Source: an optimization exercise on an open RTL-to-GDS flow (aim: small area and a short achievable clock period). Production flows keep margins and buffers that such runs may drop. Only simulation tests tie the RTL to the original design; equivalence was not proved. No activity file was given, so power comes from the tool's default toggle rates.

run A:
Design multiplier_logic, start of the top module:
module multiplier_logic (
    input  wire        clk,
    input  wire        rst_n,
    input  wire [15:0] a,
    input  wire [15:0] b,
    output reg  [31:0] y
);
export LEC_CHECK = 0
export CAP_MARGIN = 0
export CORE_MARGIN = 2
export CORE_UTILIZATION = 40
export CTS_CLUSTER_DIAMETER = 60
export CTS_CLUSTER_SIZE = 50
export SETUP_SLACK_MARGIN = 2.5
export SLEW_MARGIN = 0
export SYNTH_HIERARCHICAL = 1
export SYNTH_MINIMUM_KEEP_SIZE = 0
create_clock -name core_clock -period 4.5 [get_ports {clk}]
standard.sh (not shown) runs the stock make flow with config.mk's settings and CLKGATE_MAP_FILE= SYNTH_SCRIPT=/design/flow/synth_recipe.tcl, a recipe that flattens the netlist after the stock synthesis.
==> flow/flow/run.sh <==
#!/bin/bash
# Layout: the standard flow (standard.sh) with two changes to how it is
# built, none to what is built or measured:
#  - the port buffers that global placement inserts are plain buf_1 cells
#    (repair_timing still resizes any that timing needs);
#  - clock tree synthesis runs with the settings of config.mk
#    (CTS_CLUSTER_SIZE 50, CTS_CLUSTER_DIAMETER 60) but inserts no dummy
#    load cells.
# All tool output goes to standard_flow.log here; ORFS's per-step logs stay
# under orfs/logs/.
set -euo pipefail
export BUFFER_PORTS_ARGS="-buffer_cell sky130_fd_sc_hd__buf_1"
export CTS_ARGS="-sink_clustering_enable -repair_clock_nets -sink_clustering_size 50 -sink_clustering_max_diameter 60 -dont_use_dummy_load"
bash standard.sh > standard_flow.log 2>&1
Run A reached the final stage; the timing, design-rule and antenna checks on its layout passed.
Setup changes, run A to run B
Settings: CORE_UTILIZATION: 40 -> 50; CAP_MARGIN: 0 -> 20; SLEW_MARGIN: 0 -> 20; PLACE_DENSITY: unset -> 0.7.
Findings:
- Run B ended with every stage complete and zero timing, DRC or antenna violations.
- Diff run A -> run B: design area went down; total clock sinks did not really move; first-iteration DRC count went up.
Input changes introduced in run C (baseline for comparison: run B):
Settings: CORE_UTILIZATION now 40, was 50; SLEW_MARGIN now 10, was 20; PLACE_DENSITY no longer set, was 0.7; CAP_MARGIN now 10, was 20.
Findings:
- Run C vs run B, origin of the worst setup path: r3_s377 vs r3_r2_c210
- Side by side, register-to-register slack turned out higher in run C than in run B.
- Run B has higher clock latency at the later pin of the worst-skew pair than run C.
- Against run B as the reference, run C delivers a lower portion of total power attributed to combinational logic.

========
== fjord ==
multiplier_logic again, from the RTL that the note above started with.
export LEC_CHECK = 0
export CAP_MARGIN = 20
export CORE_MARGIN = 2
export CORE_UTILIZATION = 40
export CTS_CLUSTER_DIAMETER = 60
export CTS_CLUSTER_SIZE = 50
export SETUP_SLACK_MARGIN = 2.5
export SLEW_MARGIN = 20
export SYNTH_HIERARCHICAL = 1
export SYNTH_MINIMUM_KEEP_SIZE = 0
create_clock -name core_clock -period 4.5 [get_ports {clk}]
Scripts as last shown in full above: flow/flow/run.sh
### fjord -> indigo
Settings: setting PLACE_DENSITY to 0.65 for the first time.
Results
fjord → indigo: amount of wire on met2 after detailed routing essentially unchanged; data arrival time at the worst-slack endpoint flat. For fjord, the main power-consuming group was combinational cells, unlike indigo, where it was registers. Changes observed in indigo relative to fjord: switching power share of the total essentially unchanged, internal power consumption decreased 230 uW, final cell count decreased 0.83%. indigo against fjord: fmax lower, final wirelength lower, initial antenna violation count lower, count of buffers not belonging to the clock network in the layout lower. Looking only at required time of the critical path, and setting everything else aside, the higher value of indigo and fjord goes to fjord. Relative to fjord, final core area utilization has gone down in indigo.
Edits applied to the flow inputs when going from indigo to cedar:
Settings: a change of SETUP_SLACK_MARGIN from 2.5 to 2.45; a change of PLACE_DENSITY from 0.65 to 0.7.
Results
STATUS worst-case setup margin in the final layout: cedar loses against indigo. Comparing cedar and indigo, arrival time at the worst endpoint is lower on indigo. In cedar relative to indigo, wire length of the first global-routing pass had gone up slightly. STATUS fmax: cedar loses against indigo.
For lagoon, these inputs were changed with respect to cedar:
Settings: a change of SETUP_SLACK_MARGIN from 2.45 to 2.5; a deleted PLACE_DENSITY that had been 0.7.
==> flow/run.sh (new file) <==
#!/bin/bash
# synth_recipe.tcl (not shown) runs the flow's synth.tcl, then flattens the netlist and writes it again
# the make line also repeats each setting of config.mk as NAME=value (left out here)
make -C /OpenROAD-flow-scripts/flow DESIGN_CONFIG=/design/flow/config.mk WORK_HOME=/design/flow/orfs CLKGATE_MAP_FILE= SYNTH_SCRIPT=/design/flow/synth_recipe.tcl finish
removed: flow/flow/run.sh
removed: flow/standard.sh
Findings:
- lagoon has completed all stages; timing, DRC and antenna checks passed.
- Taking cedar as the reference, in lagoon minimum clock period down 81 ps, number of gates given a new drive strength after cts up 180%, final area up 990 sq um.
The following lists how raven was set up differently from lagoon:
Settings: PLACE_DENSITY newly set to 0.7; CAP_MARGIN changed from 20 to 10; SLEW_MARGIN changed from 20 to 10.
==> flow/flow/run.sh (new file) <==
#!/bin/bash
# Layout: the standard flow (standard.sh) with two changes to how it is
# built, none to what is built or measured:
#  - the port buffers that global placement inserts are plain buf_1 cells
#    (repair_timing still resizes any that timing needs);
#  - clock tree synthesis runs with the settings of config.mk
#    (CTS_CLUSTER_SIZE 50, CTS_CLUSTER_DIAMETER 60) but inserts no dummy
#    load cells.
# All tool output goes to standard_flow.log here; ORFS's per-step logs stay
# under orfs/logs/.
set -euo pipefail
export BUFFER_PORTS_ARGS="-buffer_cell sky130_fd_sc_hd__buf_1"
export CTS_ARGS="-sink_clustering_enable -repair_clock_nets -sink_clustering_size 50 -sink_clustering_max_diameter 60 -dont_use_dummy_load"
export SETUP_MOVE_SEQUENCE="unbuffer,sizeup,swap,buffer"
bash standard.sh > standard_flow.log 2>&1
==> flow/standard.sh (new file) <==
#!/bin/bash
# synth_recipe.tcl (not shown) runs the flow's synth.tcl, then flattens the netlist and writes it again
# the make line also repeats each setting of config.mk as NAME=value (left out here)
make -C /OpenROAD-flow-scripts/flow DESIGN_CONFIG=/design/flow/config.mk WORK_HOME=/design/flow/orfs CLKGATE_MAP_FILE= SYNTH_SCRIPT=/design/flow/synth_recipe.tcl "${@:-finish}"
removed: flow/run.sh
==> notes.md <==
raven: worst slack on hold paths 52 ps below lagoon. Total global-route track usage sits lower in raven than in lagoon. Reported clock group power (lower): raven. Maximum VDD drop: raven higher than lagoon. The more densely filled core belongs to lagoon, not raven. lagoon → raven: final-stage net count fell about 0.5%, post-layout worst setup margin now smaller, final period utilization increased 0.82 points, layout overhead on the synthesized area fell by 6.2 points.

========
## P
Another version of the RTL of multiplier_logic (not shown whole).
Size in the first run: roughly 1000 cells after synthesis, about 66 I/O pins, ~12000 um2 of cells after synthesis.
==> flow/design.v (excerpt) <==
module multiplier_logic (
    input  wire        clk,
    input  wire        rst_n,
    input  wire [15:0] a,
    input  wire [15:0] b,
    output reg  [31:0] y
);
==> flow/config.mk <==
export PLATFORM = sky130hd
export DESIGN_NAME = multiplier_logic
export DESIGN_NICKNAME = multiplier_logic
export VERILOG_FILES = /design/flow/design.v
export SDC_FILE = /design/flow/constraint.sdc
export NUM_CORES = 4
export LEC_CHECK = 0
export CAP_MARGIN = 20
export CORE_MARGIN = 2
export CORE_UTILIZATION = 40
export SETUP_SLACK_MARGIN = 2.5
export SLEW_MARGIN = 20
export SYNTH_HIERARCHICAL = 1
export SYNTH_MINIMUM_KEEP_SIZE = 0
==> flow/constraint.sdc <==
create_clock -name core_clock -period 4.5 [get_ports {clk}]
set_input_delay 0.9000 -clock core_clock [delete_from_list [all_inputs] [get_ports {clk}]]
set_output_delay 0.9000 -clock core_clock [all_outputs]
set_load 0.01 [all_outputs]
==> flow/flow/run.sh <==
#!/bin/bash
# Layout: the standard flow (standard.sh), with the port buffers that
# global placement inserts made from plain buf_1 cells instead of the tool's
# default pick; repair_timing still resizes them where timing needs it.
set -euo pipefail
export BUFFER_PORTS_ARGS="-buffer_cell sky130_fd_sc_hd__buf_1"
bash standard.sh > standard_flow.log 2>&1
Per the final summary, P finished and its layout is clean on timing, DRC and antenna.
### P -> Q
==> flow/run.sh (new file) <==
#!/bin/bash
# synth_recipe.tcl (not shown) runs the flow's synth.tcl, then flattens the netlist and writes it again
# the make line also repeats each setting of config.mk as NAME=value (left out here)
make -C /OpenROAD-flow-scripts/flow DESIGN_CONFIG=/design/flow/config.mk WORK_HOME=/design/flow/orfs CLKGATE_MAP_FILE= SYNTH_SCRIPT=/design/flow/synth_recipe.tcl finish
removed: flow/flow/run.sh
removed: flow/standard.sh
In Q the clock tree cell share of total cell area turned out 0.15 points lower than in P. Cmp Q and P / register-to-register slack / higher: Q. Final setup slack of the worst path on Q is up relative to P. Area fraction in compound gates after synthesis delta (Q -> P): insignificant. Between Q and P, the difference in tightest hold margin is negligible.

========
v3:
multiplier_logic with an RTL version that a note above also has.
Size in the first run: roughly 1000 cells after synthesis, about 12000 um^2 of cells after synthesis.
==> flow/config.mk <==
export PLATFORM = sky130hd
export DESIGN_NAME = multiplier_logic
export DESIGN_NICKNAME = multiplier_logic
export VERILOG_FILES = /design/flow/design.v
export SDC_FILE = /design/flow/constraint.sdc
export NUM_CORES = 4
export LEC_CHECK = 0
export CAP_MARGIN = 20
export CORE_MARGIN = 2
export CORE_UTILIZATION = 40
export CTS_CLUSTER_DIAMETER = 60
export CTS_CLUSTER_SIZE = 50
export PLACE_DENSITY = 0.7
export SETUP_SLACK_MARGIN = 2.55
export SLEW_MARGIN = 20
export SYNTH_HIERARCHICAL = 1
export SYNTH_MINIMUM_KEEP_SIZE = 0
==> flow/constraint.sdc <==
create_clock -name core_clock -period 4.5 [get_ports {clk}]
set_input_delay 0.9000 -clock core_clock [delete_from_list [all_inputs] [get_ports {clk}]]
set_output_delay 0.9000 -clock core_clock [all_outputs]
set_load 0.01 [all_outputs]
run.sh (not shown) runs the stock make flow with config.mk's settings and CLKGATE_MAP_FILE= SYNTH_SCRIPT=/design/flow/synth_recipe.tcl, a recipe that flattens the netlist after the stock synthesis.
Stock flow here: none of the scripts above is used.
For v24, these inputs were changed with respect to v3:
Settings: clearing PLACE_DENSITY, which used to be 0.7; swapping 2.55 for 2.6 in SETUP_SLACK_MARGIN.
==> flow/flow/run.sh (new file) <==
#!/bin/bash
# Layout: the standard flow (standard.sh) with two changes to how it is
# built, none to what is built or measured:
#  - the port buffers that global placement inserts are plain buf_1 cells
#    (repair_timing still resizes any that timing needs);
#  - clock tree synthesis runs with the settings of config.mk
#    (CTS_CLUSTER_SIZE 50, CTS_CLUSTER_DIAMETER 60) but inserts no dummy
#    load cells.
# All tool output goes to standard_flow.log here; ORFS's per-step logs stay
# under orfs/logs/.
set -euo pipefail
export BUFFER_PORTS_ARGS="-buffer_cell sky130_fd_sc_hd__buf_1"
export CTS_ARGS="-sink_clustering_enable -repair_clock_nets -sink_clustering_size 50 -sink_clustering_max_diameter 60 -dont_use_dummy_load"
bash standard.sh > standard_flow.log 2>&1
==> flow/standard.sh (new file) <==
#!/bin/bash
# synth_recipe.tcl (not shown) runs the flow's synth.tcl, then flattens the netlist and writes it again
# the make line also repeats each setting of config.mk as NAME=value (left out here)
make -C /OpenROAD-flow-scripts/flow DESIGN_CONFIG=/design/flow/config.mk WORK_HOME=/design/flow/orfs CLKGATE_MAP_FILE= SYNTH_SCRIPT=/design/flow/synth_recipe.tcl "${@:-finish}"
removed: flow/run.sh
Notes after the runs:
- v24 | stages: all done | timing, DRC, antenna: all pass
- v24 vs v3 — cell count climbed by a few percent
- Area growth from synthesis to layout was lower in the run labelled v3.
- v24 vs. v3: final-layout fill cell count dropped 101, final-stage net count grew by 7.0%.
- Between v3 and v24, the clock buffer count is higher for v24.
- v24 vs. v3: met1 demand-to-capacity share in global routing picked up an extra 2.2 points; setup slack dropped 0.084 ns; clock insertion delay at the later pin of the skew report held steady; global-route usage higher; area of the mapped netlist essentially unchanged.
## Diff of input files: v13 against v24
Settings: PLACE_DENSITY: unset -> 0.7; CAP_MARGIN: 20 -> 10; SLEW_MARGIN: 20 -> 10; SETUP_SLACK_MARGIN: 2.6 -> 2.5.
==> comparison <==
- [v13 vs v24] global-route usage: lower in v13
- Between v13 and v24, the antenna diode instance count is lower for v24.
- v13 vs v24, startpoint of the most critical setup path: r3_r2_c210$_DFF_P_ vs r1_a7$_DFF_P_
- Fraction of standard cell area in multi-input logic, v13 and v24: larger value in v13
- Clock-net power improves in v13 relative to v24.

## what the ideal ports hide
In the flow no input, the clock included, has a driving cell. The finished layouts below were timed again as built, in two steps. Step 1 assumes that a clkbuf_16 drives the clock port and a buf_2 every other input. Step 2, shift: input delay + t, output delay - t, t = (earliest + latest rising clock arrival at the registers) / 2. This alone moves slack from input paths to output paths. Three values: ideal, step 1, step 2; two values: the first two.
| run | t, ns | setup slack, ns | worst setup path after step 2 | worst register clock-pin slew, ns |
|---|---|---|---|---|
| run A | 0.551 | 2.535 / 2.535 / 2.273 | input to register | 0.09 / 0.09 |
| run B | 0.553 | 2.488 / 2.488 / 2.223 | input to register | 0.11 / 0.11 |
| run C | 0.551 | 2.535 / 2.535 / 2.273 | input to register | 0.09 / 0.09 |
| fjord | 0.553 | 2.541 / 2.541 / 2.262 | input to register | 0.10 / 0.10 |
| indigo | 0.531 | 2.501 / 2.501 / 2.228 | input to register | 0.11 / 0.11 |
| cedar | 0.543 | 2.455 / 2.455 / 2.206 | input to register | 0.11 / 0.11 |
| lagoon | 0.572 | 2.535 / 2.492 / 2.052 | input to register | 0.10 / 0.10 |
| raven | 0.540 | 2.498 / 2.498 / 2.142 | input to register | 0.12 / 0.12 |
| P | 0.581 | 2.448 / 2.448 / 2.374 | input to register | 0.07 / 0.07 |
| Q | 0.589 | 2.477 / 2.477 / 2.094 | input to register | 0.07 / 0.07 |
| v3 | 0.566 | 2.548 / 2.548 / 2.183 | input to register | 0.10 / 0.10 |
| v24 | 0.542 | 2.463 / 2.463 / 2.257 | input to register | 0.08 / 0.08 |
| v13 | 0.541 | 2.498 / 2.498 / 2.141 | input to register | 0.12 / 0.12 |
After both steps setup and hold are still met in every run listed. For lagoon, which loses most, drivers alone change the setup slack by -0.043 ns; drivers and shift together by -0.483 ns.
